What follows belongs to an exercise in optimizing a design on an open flow for small area; a production flow would make more cautious choices. In this exercise RTL edits were held to simulation tests only and were not proved equivalent to the original.

Design RF_32, start of the top module:
module RF_32 (Ra,Rb,Add,CLK,D,RD_en,WR_en,Qa,Qb);
input [4:0] Ra, Rb, Add;
input [31:0]  D;
input RD_en,CLK,WR_en;
output [31:0]  Qa,Qb;
reg  [31:0] w_d;
reg  [4:0]  w_add;
reg         w_en;
always @(posedge CLK)
begin
    w_d   <= D;
    w_add <= Add;
    w_en  <= WR_en;
end
reg [1023:0] q_reg;
wire [31:0] w_sel = w_en ? (32'b1 << w_add) : 32'b0;
genvar i, b;
generate
    for (i = 0; i < 32; i = i + 1) begin : regs
        always @(posedge CLK)
            if (w_sel[i])
                q_reg[32*i +: 32] <= w_d;
    end
endgenerate
wire [31:0] sel_a = RD_en ? (32'b1 << Ra) : 32'b0;
wire [31:0] sel_b = RD_en ? (32'b1 << Rb) : 32'b0;
generate
    for (b = 0; b < 32; b = b + 1) begin : rd
        wire [31:0] col;
        for (i = 0; i < 32; i = i + 1) begin : c
            assign col[i] = q_reg[32*i + b];
        end
        RD_bit rda (.sel(sel_a), .col(col), .q(Qa[b]));
        RD_bit rdb (.sel(sel_b), .col(col), .q(Qb[b]));
    end
endgenerate
endmodule
Size: ~2200 cells after synthesis, about 1100 flip-flops, about 110 I/O pins, roughly 0.041 sq mm of cells after synthesis.
export LEC_CHECK = 0
export CAP_MARGIN = 20
export CORE_MARGIN = 2
export CORE_UTILIZATION = 80
export SLEW_MARGIN = 20
export SYNTH_HIERARCHICAL = 1
create_clock -name core_clock -period 10.0 [get_ports {CLK}]
standard.sh (not shown) runs the stock make flow with config.mk's settings and CLKGATE_MAP_FILE= SYNTH_SCRIPT=/design/flow/synth_recipe.tcl, a recipe that flattens the netlist after the stock synthesis.
==> flow/flow/run.sh <==
#!/bin/bash
# Standard ORFS layout (the standard.sh, unchanged synthesis), with these changes:
# - the port buffers use the smallest buffer cell (buf_1);
# - after the placement repair, gates that were upsized but drive only a buffer
#   are returned to their smallest size (flow/fix.tcl);
# - clock tree synthesis uses small clkbuf_4 cluster buffers, without dummy loads.
# All tool output goes to the ORFS logs under orfs/logs and to standard_make.log.
set -euo pipefail
bash standard.sh \
  "BUFFER_PORTS_ARGS=-buffer_cell sky130_fd_sc_hd__buf_1" \
  "POST_RESIZE_TCL=$PWD/flow/fix.tcl" \
  "CTS_ARGS=-sink_clustering_enable -repair_clock_nets -dont_use_dummy_load -buf_list sky130_fd_sc_hd__clkbuf_4 -sink_clustering_size 8 -sink_clustering_max_diameter 40" \
  finish > standard_make.log 2>&1
==> flow/flow/fix.tcl <==
# Area recovery after placement repair: a logic gate that was upsized but now
# drives only a single buffer goes back to its smallest size, and oversized
# buffers go down to buf_4. repair_design then fixes any slew this causes.
proc my_fix_sizes {} {
  set block [ord::get_db_block]
  set nd 0
  set nb 0
  foreach inst [$block getInsts] {
    set m [[$inst getMaster] getName]
    if {[regexp {^(sky130_fd_sc_hd__(nor|nand|and|or|a2|o2|a3|o3|inv|mux)[a-z0-9_]*)_([248])$} $m -> base]} {
      if {[string match *buf* $m]} { continue }
      foreach it [$inst getITerms] {
        if {![$it isOutputSignal]} { continue }
        set net [$it getNet]
        if {$net eq "NULL"} { continue }
        set sinks 0
        set allbuf 1
        foreach t [$net getITerms] {
          if {[$t isInputSignal]} {
            incr sinks
            if {![string match *__buf_* [[[$t getInst] getMaster] getName]]} { set allbuf 0 }
          }
        }
        if {[llength [$net getBTerms]] > 0} { set allbuf 0 }
        if {$sinks == 1 && $allbuf} {
          replace_cell [$inst getName] ${base}_1
          incr nd
        }
      }
    } elseif {[regexp {^sky130_fd_sc_hd__buf_(6|8|12|16)$} $m]} {
      replace_cell [$inst getName] sky130_fd_sc_hd__buf_4
      incr nb
    }
  }
  puts "my_fix_sizes: downsized $nd gates driving one buffer, $nb large buffers"
}

my_fix_sizes
The first run completed without violations.
Rerun with:
==> flow/flow/run.sh (replaced) <==
#!/bin/bash
# Standard ORFS layout (the standard.sh, unchanged synthesis), with two changes:
# the port buffers use the smallest buffer cell, and clock tree synthesis uses
# clkbuf_4 cluster buffers without dummy balancing loads.
set -euo pipefail
bash standard.sh \
  "BUFFER_PORTS_ARGS=-buffer_cell sky130_fd_sc_hd__buf_1" \
  "CTS_ARGS=-sink_clustering_enable -repair_clock_nets -dont_use_dummy_load -buf_list sky130_fd_sc_hd__clkbuf_4 -sink_clustering_size 8 -sink_clustering_max_diameter 40" \
  finish > standard_make.log 2>&1
- CORE_UTILIZATION: 80 -> 70
removed: flow/flow/fix.tcl
What happened:
- cell area is higher by 0.97%
- worst hold slack loses 0.011 ns
- die area is higher by 14%
- sequential cell count stays the same
Rerun with:
==> flow/flow/run.sh (replaced) <==
#!/bin/bash
# Standard ORFS layout (the standard.sh, unchanged synthesis), with these changes:
# - the port buffers use the smallest buffer cell (buf_1);
# - after the placement repair, gates that were upsized but drive only a buffer
#   are returned to their smallest size (flow/fix.tcl);
# - clock tree synthesis uses small clkbuf_4 cluster buffers, without dummy loads.
# All tool output goes to the ORFS logs under orfs/logs and to standard_make.log.
set -euo pipefail
bash standard.sh \
  "BUFFER_PORTS_ARGS=-buffer_cell sky130_fd_sc_hd__buf_1" \
  "POST_RESIZE_TCL=$PWD/flow/fix.tcl" \
  "CTS_ARGS=-sink_clustering_enable -repair_clock_nets -dont_use_dummy_load -buf_list sky130_fd_sc_hd__clkbuf_4 -sink_clustering_size 8 -sink_clustering_max_diameter 40" \
  finish > standard_make.log 2>&1
==> flow/flow/fix.tcl (new file) <==
# Area recovery after placement repair: a logic gate that was upsized but now
# drives only a single buffer goes back to its smallest size, and oversized
# buffers go down to buf_4. repair_design then fixes any slew this causes.
proc my_fix_sizes {} {
  set block [ord::get_db_block]
  set nd 0
  set nb 0
  foreach inst [$block getInsts] {
    set m [[$inst getMaster] getName]
    if {[regexp {^(sky130_fd_sc_hd__(nor|nand|and|or|a2|o2|a3|o3|inv|mux)[a-z0-9_]*)_([248])$} $m -> base]} {
      if {[string match *buf* $m]} { continue }
      foreach it [$inst getITerms] {
        if {![$it isOutputSignal]} { continue }
        set net [$it getNet]
        if {$net eq "NULL"} { continue }
        set sinks 0
        set allbuf 1
        foreach t [$net getITerms] {
          if {[$t isInputSignal]} {
            incr sinks
            if {![string match *__buf_* [[[$t getInst] getMaster] getName]]} { set allbuf 0 }
          }
        }
        if {[llength [$net getBTerms]] > 0} { set allbuf 0 }
        if {$sinks == 1 && $allbuf} {
          replace_cell [$inst getName] ${base}_1
          incr nd
        }
      }
    } elseif {[regexp {^sky130_fd_sc_hd__buf_(6|8|12|16)$} $m]} {
      replace_cell [$inst getName] sky130_fd_sc_hd__buf_4
      incr nb
    }
  }
  puts "my_fix_sizes: downsized $nd gates driving one buffer, $nb large buffers"
}

my_fix_sizes
Global-route usage barely changes.
Non-clock buffer count went down by 1.
Via count went up by 0.44%.
Rerun with:
--- a/flow/flow/run.sh
+++ b/flow/flow/run.sh
@@ -11,3 +11,3 @@
   "POST_RESIZE_TCL=$PWD/flow/fix.tcl" \
-  "CTS_ARGS=-sink_clustering_enable -repair_clock_nets -dont_use_dummy_load -buf_list sky130_fd_sc_hd__clkbuf_4 -sink_clustering_size 8 -sink_clustering_max_diameter 40" \
+  "CTS_ARGS=-sink_clustering_enable -repair_clock_nets -dont_use_dummy_load -buf_list sky130_fd_sc_hd__clkbuf_4 -sink_clustering_size 10 -sink_clustering_max_diameter 50" \
   finish > standard_make.log 2>&1
Non-clock buffer count stays the same. Sequential share of layout area is higher by 0.50 points. Hold slack gets better by 0.012 ns. Routed wire length drops by 0.70%. Area after synthesis stays the same. Die area does not change.

==> port drivers added, routing unchanged <==
The flow's constraints put no driver on any port. The routed layouts listed below were extracted and timed again, unchanged, in two steps. Step 1 (the two cells are an assumption about what drives the block):
set clk [get_ports {CLK}]
set_driving_cell -lib_cell sky130_fd_sc_hd__clkbuf_16 $clk
set_driving_cell -lib_cell sky130_fd_sc_hd__buf_2 [delete_from_list [all_inputs] $clk]
Step 2, shift: input delay + t, output delay - t, t = (earliest + latest rising clock arrival at the registers) / 2. This alone moves slack from input paths to output paths. Three values: ideal ports, drivers, drivers and shift; two values: the first two.
run	t, ns	setup slack, ns	latest minus earliest clock arrival (ns)	slew at the worst register clock pin (ns)
the first run	1.165	2.393 / 2.361 / 2.361	0.100 / 0.101	0.10 / 0.10
the second run	1.074	2.596 / 2.572 / 2.572	0.112 / 0.111	0.10 / 0.10
the third run	1.165	2.699 / 2.675 / 2.675	0.110 / 0.109	0.11 / 0.11
the fourth run	1.022	2.722 / 2.698 / 2.698	0.091 / 0.091	0.12 / 0.12
After both steps every run listed still meets setup and hold. For the first run, which loses most, drivers alone change the setup slack by -0.032 ns; drivers and shift together by -0.032 ns.
